This design comes from an exercise in tuning for small area on the open sky130 flow, not from production work. Only simulation tests tie the RTL to the original design; equivalence was not proved. Power figures rest on the tool's default switching activity, not on a simulated workload.

[flow/config.mk]
export PLATFORM = sky130hd
export DESIGN_NAME = axi4_dut
export DESIGN_NICKNAME = axi4_dut
export VERILOG_FILES = /design/flow/design.v
export SDC_FILE = /design/flow/constraint.sdc
export NUM_CORES = 4
export LEC_CHECK = 0
export CAP_MARGIN = 20
export CORE_MARGIN = 2
export CORE_UTILIZATION = 40
export PLACE_DENSITY = 0.6
export SLEW_MARGIN = 20
[flow/constraint.sdc]
create_clock -name core_clock -period 10.0 [get_ports {ACLK}]
set_input_delay 2.0000 -clock core_clock [delete_from_list [all_inputs] [get_ports {ACLK}]]
set_output_delay 2.0000 -clock core_clock [all_outputs]
set_load 0.01 [all_outputs]
[flow/run.sh]
#!/bin/bash
# synth_recipe.tcl (not shown) runs the flow's synth.tcl, then flattens the netlist and writes it again
# the make line also repeats each setting of config.mk as NAME=value (left out here)
make -C /OpenROAD-flow-scripts/flow DESIGN_CONFIG=/design/flow/config.mk WORK_HOME=/design/flow/orfs CLKGATE_MAP_FILE= SYNTH_SCRIPT=/design/flow/synth_recipe.tcl finish
[flow/design.v]
`timescale 1ns/1ps
module axi_fifo #(
    parameter WIDTH     = 32,
    parameter DEPTH     = 16,
    parameter PTR_WIDTH = 4    
)(
    input  logic             clk,
    input  logic             resetn, 
    input  logic             push,
    input  logic [WIDTH-1:0] fifo_wdata,
    input  logic             pop,
    output wire  [WIDTH-1:0] fifo_rdata,
    output wire              fifo_full,
    output wire              fifo_empty
);
logic [WIDTH-1:0]   mem [DEPTH-1:0];
logic [PTR_WIDTH:0] wptr;
logic [PTR_WIDTH:0] rptr;
wire [PTR_WIDTH:0] fill_level;
wire               wrap;
always @(posedge clk) begin
    if (push && (!fifo_full)) begin
        mem[wptr[PTR_WIDTH-1:0]] <= fifo_wdata;
    end
end
always @(posedge clk or negedge resetn) begin
    if (!resetn) begin
        wptr <= {PTR_WIDTH+1{1'b0}};
    end else if (push && (!fifo_full)) begin
        wptr <= wptr + {{(PTR_WIDTH){1'b0}}, 1'b1};
    end
end
always @(posedge clk or negedge resetn) begin
    if (!resetn) begin
        rptr <= {PTR_WIDTH+1{1'b0}};
    end else if (pop && (!fifo_empty)) begin
        rptr <= rptr + {{(PTR_WIDTH){1'b0}}, 1'b1};
    end
end
assign wrap = wptr[PTR_WIDTH] ^ rptr[PTR_WIDTH];
assign fill_level = {wrap, wptr[PTR_WIDTH-1:0]} - {1'b0, rptr[PTR_WIDTH-1:0]};
assign fifo_full = (fill_level == DEPTH);
assign fifo_empty = (fill_level == {PTR_WIDTH+1{1'b0}});
assign fifo_rdata = mem[rptr[PTR_WIDTH-1:0]];
endmodule
`timescale 1ns/1ps
module axi4_dut 
   (
    input wire ACLK,
    input wire ARESETn,
    input wire [4-1:0] MEM_AWID,
    input wire [32-1:0] MEM_AWADDR,
    input wire [8-1:0] MEM_AWLEN,
    input wire [3-1:0] MEM_AWSIZE,
    input wire [2-1:0] MEM_AWBURST,
    input wire [1-1:0] MEM_AWLOCK,
    input wire [4-1:0] MEM_AWCACHE,
    input wire [3-1:0] MEM_AWPROT,
    input wire [4-1:0] MEM_AWQOS,
    input wire MEM_AWVALID,
    output wire MEM_AWREADY,
    input wire [32-1:0] MEM_WDATA,
    input wire [(32/8)-1:0] MEM_WSTRB,
    input wire MEM_WLAST,
    input wire MEM_WVALID,
    output wire MEM_WREADY,
    output wire [4-1:0] MEM_BID,
    output wire [2-1:0] MEM_BRESP,
    output wire MEM_BVALID,
    input wire MEM_BREADY,
    input wire [4-1:0] MEM_ARID,
    input wire [32-1:0] MEM_ARADDR,
    input wire [8-1:0] MEM_ARLEN,
    input wire [3-1:0] MEM_ARSIZE,
    input wire [2-1:0] MEM_ARBURST,
    input wire [1-1:0] MEM_ARLOCK,
    input wire [4-1:0] MEM_ARCACHE,
    input wire [3-1:0] MEM_ARPROT,
    input wire [4-1:0] MEM_ARQOS,
    input wire MEM_ARVALID,
    output wire MEM_ARREADY,
    output wire [4-1:0] MEM_RID,
    output wire [32-1:0] MEM_RDATA,
    output wire [2-1:0] MEM_RRESP,
    output wire MEM_RLAST,
    output wire MEM_RVALID,
    input wire MEM_RREADY
);
reg [32-1:0] reg_bank [0:32-1];
wire	aw_push;
wire	aw_pop;
wire	w_push;
wire	w_pop;
wire	ar_push;
wire	ar_pop;
wire	r_push;
wire	r_pop;
wire	b_push;
wire	b_pop;
wire	aw_fifo_full;
wire	aw_fifo_empty;
wire	w_fifo_full;
wire	w_fifo_empty;
wire	ar_fifo_full;
wire	ar_fifo_empty;
wire	r_fifo_full;
wire	r_fifo_empty;
wire	b_fifo_full;
wire	b_fifo_empty;
wire [(32 + 8 + 3 + 2 + 4 + 3 + 1 + 4 +  4 + 7  )-1:0] aw_fifo_wdata;
wire [(32 + 8 + 3 + 2 + 4 + 3 + 1 + 4 +  4 + 7  )-1:0] aw_fifo_rdata;
wire [( 32 + 8 + 3 + 2 + 4 + 3 +1 +4 +4 + 7 )-1:0] ar_fifo_wdata;
wire [( 32 + 8 + 3 + 2 + 4 + 3 +1 +4 +4 + 7 )-1:0] ar_fifo_rdata;
wire [(1 + (32/8) + 32 )-1:0]  w_fifo_wdata;
wire [(1 + (32/8) + 32 )-1:0]  w_fifo_rdata;
wire [( 32 + 2 + 4 + 2 )-1:0]  r_fifo_rdata;
wire [(2 + 4 )-1:0]  b_fifo_wdata;
wire [(2 + 4 )-1:0]  b_fifo_rdata;
reg [( 32 + 2 + 4 + 2 )-1:0] r_fifo_wdata;
reg [2-1:0] bresp_int;  
axi_fifo #(
    .WIDTH((32 + 8 + 3 + 2 + 4 + 3 + 1 + 4 +  4 + 7  )),
    .DEPTH(16),
    .PTR_WIDTH(4)
) aw_fifo (
    .clk(ACLK),
    .resetn(ARESETn),
    .push(aw_push),
    .fifo_wdata(aw_fifo_wdata),
    .pop(aw_pop),
    .fifo_rdata(aw_fifo_rdata),
    .fifo_full(aw_fifo_full),
    .fifo_empty(aw_fifo_empty)
);
assign aw_push = MEM_AWVALID && MEM_AWREADY && !aw_fifo_full;
assign MEM_AWREADY = !aw_fifo_full;
assign aw_pop = !aw_fifo_empty && !w_fifo_empty && !b_fifo_full;
assign aw_fifo_wdata = {MEM_AWID, MEM_AWADDR, MEM_AWLEN, {{1'b0}, MEM_AWSIZE}, {{2'b00}, MEM_AWBURST}, MEM_AWCACHE, {{1'b0}, MEM_AWPROT}, {{3'b000}, MEM_AWLOCK}, MEM_AWQOS};  
axi_fifo #(
    .WIDTH((1 + (32/8) + 32 )),
    .DEPTH(16),
    .PTR_WIDTH(4)
) w_fifo (
    .clk(ACLK),
    .resetn(ARESETn),
    .push(w_push),
    .fifo_wdata(w_fifo_wdata),
    .pop(w_pop),
    .fifo_rdata(w_fifo_rdata),
    .fifo_full(w_fifo_full),
    .fifo_empty(w_fifo_empty)
);
assign w_push = MEM_WVALID && MEM_WREADY && !w_fifo_full;
assign MEM_WREADY = !w_fifo_full;
assign w_pop = !w_fifo_empty && aw_pop;
assign w_fifo_wdata = {MEM_WLAST, MEM_WSTRB, MEM_WDATA};
axi_fifo #(
    .WIDTH((2 + 4 )),
    .DEPTH(16),
    .PTR_WIDTH(4)
) b_fifo (
    .clk(ACLK),
    .resetn(ARESETn),
    .push(b_push),
    .fifo_wdata(b_fifo_wdata),
    .pop(b_pop),
    .fifo_rdata(b_fifo_rdata),
    .fifo_full(b_fifo_full),
    .fifo_empty(b_fifo_empty)
);
assign b_push = w_pop && !b_fifo_full && aw_pop;
assign b_pop = MEM_BREADY && MEM_BVALID;
assign MEM_BVALID = !b_fifo_empty;
assign MEM_BID = b_fifo_rdata[(2 + 4 )-1:(2 + 4 )-4];
assign MEM_BRESP = b_fifo_rdata[(2 + 4 )-4-1:0];
assign b_fifo_wdata = {aw_fifo_rdata[(32 + 8 + 3 + 2 + 4 + 3 + 1 + 4 +  4 + 7  )-1:(32 + 8 + 3 + 2 + 4 + 3 + 1 + 4 +  4 + 7  )-4], bresp_int};
axi_fifo #(
    .WIDTH(( 32 + 8 + 3 + 2 + 4 + 3 +1 +4 +4 + 7 )),
    .DEPTH(16),
    .PTR_WIDTH(4)
) ar_fifo (
    .clk(ACLK),
    .resetn(ARESETn),
    .push(ar_push),
    .fifo_wdata(ar_fifo_wdata),
    .pop(ar_pop),
    .fifo_rdata(ar_fifo_rdata),
    .fifo_full(ar_fifo_full),
    .fifo_empty(ar_fifo_empty)
);
assign ar_push = MEM_ARVALID && MEM_ARREADY && !ar_fifo_full;  
assign MEM_ARREADY = !ar_fifo_full;
assign ar_pop = !ar_fifo_empty && !r_fifo_full;
assign ar_fifo_wdata = {MEM_ARID, MEM_ARADDR, MEM_ARLEN, {{1'b0}, MEM_ARSIZE}, {{2'b00}, MEM_ARBURST}, MEM_ARCACHE, {{1'b0}, MEM_ARPROT}, {{3'b000}, MEM_ARLOCK}, MEM_ARQOS};
axi_fifo #(
    .WIDTH(( 32 + 2 + 4 + 2 )),
    .DEPTH(16),
    .PTR_WIDTH(4)
) r_fifo (
    .clk(ACLK),
    .resetn(ARESETn),
    .push(r_push),
    .fifo_wdata(r_fifo_wdata),
    .pop(r_pop),
    .fifo_rdata(r_fifo_rdata),
    .fifo_full(r_fifo_full),
    .fifo_empty(r_fifo_empty)
);
assign r_push = ar_pop && !r_fifo_full;
assign r_pop = MEM_RREADY && MEM_RVALID;
assign MEM_RVALID = !r_fifo_empty;
assign MEM_RID = r_fifo_rdata[( 32 + 2 + 4 + 2 )-1:2+2+32];
assign MEM_RDATA = r_fifo_rdata[32-1:0];
assign MEM_RRESP = r_fifo_rdata[2+2+32-1:32];
assign MEM_RLAST = 1'b1;
always @(posedge ACLK or negedge ARESETn) begin
    if (!ARESETn) begin
        integer i;
        for (i = 0; i < 32; i = i + 1) begin
            reg_bank[i] <= {32{1'b0}};
        end
    end else begin
        if (aw_pop && w_pop) begin
            if (aw_fifo_rdata[(32 + 8 + 3 + 2 + 4 + 3 + 1 + 4 +  4 + 7  )-5:32] >= 32'h00000000 && aw_fifo_rdata[(32 + 8 + 3 + 2 + 4 + 3 + 1 + 4 +  4 + 7  )-5:32] <= 32'h0000001F) begin
                reg_bank[aw_fifo_rdata[(32 + 8 + 3 + 2 + 4 + 3 + 1 + 4 +  4 + 7  )-5:32]] <= w_fifo_rdata[32-1:0];
            end
        end
    end
end
always @(*) begin
    bresp_int = 2'b00;
    if (aw_pop && w_pop) begin
        if (aw_fifo_rdata[(32 + 8 + 3 + 2 + 4 + 3 + 1 + 4 +  4 + 7  )-5:32] >= 32'h00000000 && aw_fifo_rdata[(32 + 8 + 3 + 2 + 4 + 3 + 1 + 4 +  4 + 7  )-5:32] <= 32'h0000001F) begin
            bresp_int = 2'b00;  
        end else begin
            bresp_int = 2'b11;  
        end
    end
end
always @(*) begin
    r_fifo_wdata = {( 32 + 2 + 4 + 2 ){1'b0}};
    if (!ARESETn) begin
        r_fifo_wdata = {( 32 + 2 + 4 + 2 ){1'b0}};
    end else begin
        if (ar_pop) begin
            if (ar_fifo_rdata[( 32 + 8 + 3 + 2 + 4 + 3 +1 +4 +4 + 7 )-5:32] >= 32'h00000000 && ar_fifo_rdata[( 32 + 8 + 3 + 2 + 4 + 3 +1 +4 +4 + 7 )-5:32] <= 32'h0000001F) begin
                r_fifo_wdata = {ar_fifo_rdata[( 32 + 8 + 3 + 2 + 4 + 3 +1 +4 +4 + 7 )-1:( 32 + 8 + 3 + 2 + 4 + 3 +1 +4 +4 + 7 )-4], {{2'b00}, 2'b00}, reg_bank[ar_fifo_rdata[( 32 + 8 + 3 + 2 + 4 + 3 +1 +4 +4 + 7 )-5:32]]};
            end else begin
                r_fifo_wdata = {ar_fifo_rdata[( 32 + 8 + 3 + 2 + 4 + 3 +1 +4 +4 + 7 )-1:( 32 + 8 + 3 + 2 + 4 + 3 +1 +4 +4 + 7 )-4], {{2'b00}, 2'b11}, {32{1'b0}}};  
            end
        end
    end
end
endmodule
==> flow_results.org <==
** Critical path
- Startpoint class of the critical path :: flip-flop
- By startpoint and endpoint, the worst setup path is classified as reg2out.
- Type of destination of the critical path :: output pin
- The startpoint identified for the worst register-to-register timing path is ar_fifo.rptr[0].
- For the worst setup path, the data arrival time is 4.84 ns.
- In this run the worst path has a maximum fanout of 92.
- Reg2reg setup slack :: 3.43 ns
- Endpoint of the lowest-slack register-to-register path :: r_fifo.mem[11][3]
- Crit path required time :: 8.00 ns
- The worst register-to-register path has a depth of 12.

** Hold path
- Class of the tightest hold or removal check :: reg2reg
- Worst Hold Endpoint :: reg_bank[3][11]
- The worst hold path begins at reg_bank[3][11].
- Counting instances, the worst hold path has a depth of 1.

** Final layout
- Of the cells placed in the final design, the portion with a size suffix greater than 1 is 26.9%.
- Number of non-filler instances in the completed layout :: 12,100
- Syn-to-layout area delta :: 14.8%
- Fillers :: 27,800
- After the last flow step, the layout net total stands at 7,673.

** Placed design
- The number of placed instances, taps included, is 11,500.
- Routability Congestion :: 0.816
- Pre-CTS worst setup slack :: 3.17 ns
- Count of input and output buffers :: 159
- Detailed placement ended at an HPWL of 196 mm.

** Synthesis
- Leading post-synthesis cells by cell area :: sky130_fd_sc_hd__edfxtp_1 (53%), sky130_fd_sc_hd__dfrtp_1 (20%), sky130_fd_sc_hd__mux4_2 (7.6%)
- Top post-synthesis cells by count :: sky130_fd_sc_hd__edfxtp_1 (2,336), sky130_fd_sc_hd__dfrtp_1 (1,074), sky130_fd_sc_hd__mux2_2 (704)
- sky130_fd_sc_hd__edfxtp_1 is the most common cell in the netlist.
- The netlist uses 92 different library cells.
- The number of nets handed over by synthesis was 7,425.
- Count of mapped cells out of synthesis :: 7,214
- Post-synthesis sequential element count :: 3,410
- Yosys warnings :: 6
- Share of the synthesized area in the top cell type :: 52.5%
- The cell area that synthesis handed to floorplanning was 0.134 mm².
- Number of enable flip-flop cells after synthesis :: 2,336
- Mean area per synthesized cell :: 18.5 µm²
- Share of synthesized area occupied by flip-flops and latches :: 72.6%
- The largest total area in the synthesized netlist belongs to sky130_fd_sc_hd__edfxtp_1.
- Async set-reset flop share out of synthesis :: 31.5%
- Primary flip-flop cell chosen by synthesis mapping :: sky130_fd_sc_hd__edfxtp_1

** Timing
- Adding up every negative setup slack in the final design gives 0 ns.
- Of the available clock period, the critical path in the final layout requires 68.4%.
- Final worst path period need :: 6.84 ns
- Setup repair after global routing left no endpoint under its margin.
- Max-slew violation count :: 0
- The clock arrives with 0.0575 ns of skew.
- For the pin with the worst max-slew slack, the measured transition is 1.14 ns.
- Slew margin rel. :: 22.4%
- Peak clock frequency supported by timing :: 0.146 GHz
- The final-report hold violation count is 0.
- PnR worst setup slack :: 3.16 ns
- Setup-failing EPs final :: 0

** Clocking
- Clock tree from TritonCTS :: done
- Clock-pin slew was measured on the worst setup and hold paths at 0.06 ns.
- Number of gates given a new drive strength after cts :: 0
- The later pin in the worst-skew pair is clocked with a latency of 0.95 ns.
- Post-CTS Repair Setup Buffers :: 0
- For this design, the sink count on the clock tree is 3,410.
- CTS max path bufs :: 4
- The tree is rooted in a sky130_fd_sc_hd__clkbuf_16.
- Number of H-tree levels :: 5
- The number of clock buffers added by TritonCTS is 349.
- Buffers inserted to repair hold after CTS numbered 0.

** Drt
- The routed layout has 71,200 vias.
- Average via count per standard cell :: 5.86
- Wirelength per Cell :: 29.3 µm
- Number of detailed-routing iterations run before antenna repair :: 8
- For this run, design rule violations remaining after detail routing come to 0.
- The count of nets left with antenna violations once routing finished came out at 0.
- Starting DRT DRC Count :: 7,301
- Total length of routed wires :: 355 mm

** GRT
- In the global route stage, overall resource usage came out at 20.7%.
- The via count of the first global-routing pass was 72,900.
- Entering global routing, the biggest net connects 184 pins.
- Summed over all layers, the global routing overflow is 0.
- Wire length of the first global-routing pass :: 513 mm
- The number of antenna violations at the first check in global routing was 42.

** Floorplan
- Number of cell rows :: 212
- Overall die area :: 0.339 mm²
- Area of the placeable core :: 0.333 mm²
- Effective utilization at floorplan :: 40.1%
- In this run the horizontal extent of the chip is 582 µm.
- Floorplan die height :: 582 µm
- IO Pins :: 216

** Pwr
- The worst-case IR drop observed on VDD is 0.343 mV.
- For this design the static power due to leakage is 56.5 nW.
- Power density cells :: 302 mW/mm²

** Flow run
- Number of max-capacitance violations reported :: 0

** Run status
- The run finished with no timing, DRC or antenna violations.
[cells in the final DEF, fill, tap and decap left out, drive strengths merged, types with 18 or more instances in the layout]
| cell | n |
|---|---|
| edfxtp | 2336 |
| dfrtp | 1074 |
| mux2 | 1053 |
| clkbuf | 461 |
| mux4 | 451 |
| buf | 221 |
| nor4 | 177 |
| clkdlybuf4s50 | 158 |
| a22oi | 141 |
| nand2 | 130 |
| clkinv | 130 |
| nor2 | 113 |
| nand3 | 107 |
| mux2i | 100 |
| nand4 | 87 |
| nor3 | 86 |
| a21oi | 67 |
| and3 | 64 |
| o21ai | 59 |
| a2111oi | 48 |
| inv | 46 |
| ha | 45 |
| o2111ai | 43 |
| a221oi | 40 |
| xnor2 | 39 |
| a32o | 33 |
| or4 | 32 |
| o22ai | 28 |
| and2 | 27 |
| a22o | 26 |
| bufinv | 26 |
| o221a | 25 |
| o22a | 19 |
| a211oi | 19 |
| a31oi | 18 |
| a32oi | 18 |
[sequential cells by signal, indices dropped and copies added, names as in the netlist, 80 cells and up]
register,flops
reg_bank,1024
aw_fifo.mem,576
w_fifo.mem,512
ar_fifo.mem,576
r_fifo.mem,592
b_fifo.mem,80
[routing by layer]
layer | track usage (%) | up-vias | part of all wire (%)
li1 | - | 29600 | -
met1 | 28.5 | 38300 | 42
met2 | 33.7 | 2575 | 48
met3 | 3.42 | 701 | 6.9
met4 | 6.50 | 34 | 3.1
met5 | 0 | - | 0.066
[cells by family after synthesis]
group | Yosys count | share of synthesized area, %
compound gates | 679 | 4.01
xor+xnor | 52 | 0.341
fa+ha+maj | 45 | 0.421
buf+inv | 516 | 1.62
flops | 3410 | 72.6
mux | 1604 | 17.2
other cells | 1 | 0.00281
simple gates | 907 | 3.75
[area by class of cell]
cell class                      instances  area (µm²)  area share, %
Clock buffer                          461        9620           6.27
Tap cell                             4387        5490           3.58
Sequential cell                      3410       97000           63.3
Clock inverter                        175        1740           1.14
Timing Repair Buffer                  379        3550           2.32
Antenna cell                           12        30.0         0.0196
Multi-Input combinational cell       3288       35800           23.3
Inverter                               34         129         0.0840
[through the flow]
step / util (%) / cell area, µm² / total power [mW] / hold slack, ns
2_1_floorplan: - / 134000 / 27.0 / 0.456
3_3_place_gp: 42.5 / 142000 / 33.2 / 0.465
3_5_place_dp: 42.6 / 142000 / 33.6 / 0.473
4_1_cts: 46.0 / 153000 / 46.6 / 0.486
5_1_grt: 46.1 / 153000 / 48.0 / 0.489
6_report: 46.1 / 153000 / 46.4 / 0.483
[where the power goes]
group          switching [mW]  internal (mW)
clock                    5.47           7.47
combinational            10.1           4.72
sequential              0.940           17.7
total                    16.5           29.8
[worst max-delay path, cell delays in order, from the launching register on]
cell and delay (ns):
sky130_fd_sc_hd__dfrtp_4 0.94, sky130_fd_sc_hd__buf_12 0.66, sky130_fd_sc_hd__buf_4 0.56, sky130_fd_sc_hd__mux4_2 0.58, sky130_fd_sc_hd__mux4_2 0.56, sky130_fd_sc_hd__clkdlybuf4s50_1 0.52
[how the worst max path moves through the flow]
stage	from	endpoint	slack, ns	cells past startpoint
2_1_floorplan	ar_fifo.rptr[2]	r_fifo.mem[3][0]	3.73	14
3_3_place_gp	ar_fifo.rptr[0]	r_fifo.mem[8][10]	3.33	11
3_5_place_dp	ar_fifo.rptr[0]	r_fifo.mem[11][10]	3.17	11
4_1_cts	r_fifo.rptr[0]	MEM_RDATA[11]	2.96	5
5_1_grt	r_fifo.rptr[0]	MEM_RDATA[26]	2.81	5
6_report	r_fifo.rptr[0]	MEM_RDATA[11]	3.16	5

-- what the ideal ports hide --
How much do the figures lean on ideal ports? The routed layout below was timed once more, with nothing changed but the port constraints. Step 1 sets driving cells, clkbuf_16 on the clock port and buf_2 on the other inputs (assumed; they add their load-dependent delay and slew). Step 2, shift: input delay + t, output delay - t, t = (earliest + latest rising clock arrival at the registers) / 2. This alone moves slack from input paths to output paths. a / b / c = no drivers / after step 1 / after step 2; a / b = the first two.
t, ns: 1.024
slack for setup (ns): 3.160 / 3.055 / 3.425
latest minus earliest clock arrival (ns): 0.062 / 0.062
After both steps this run still meets setup and hold. For this run, drivers alone change the setup slack by -0.105 ns; drivers and shift together by +0.265 ns.
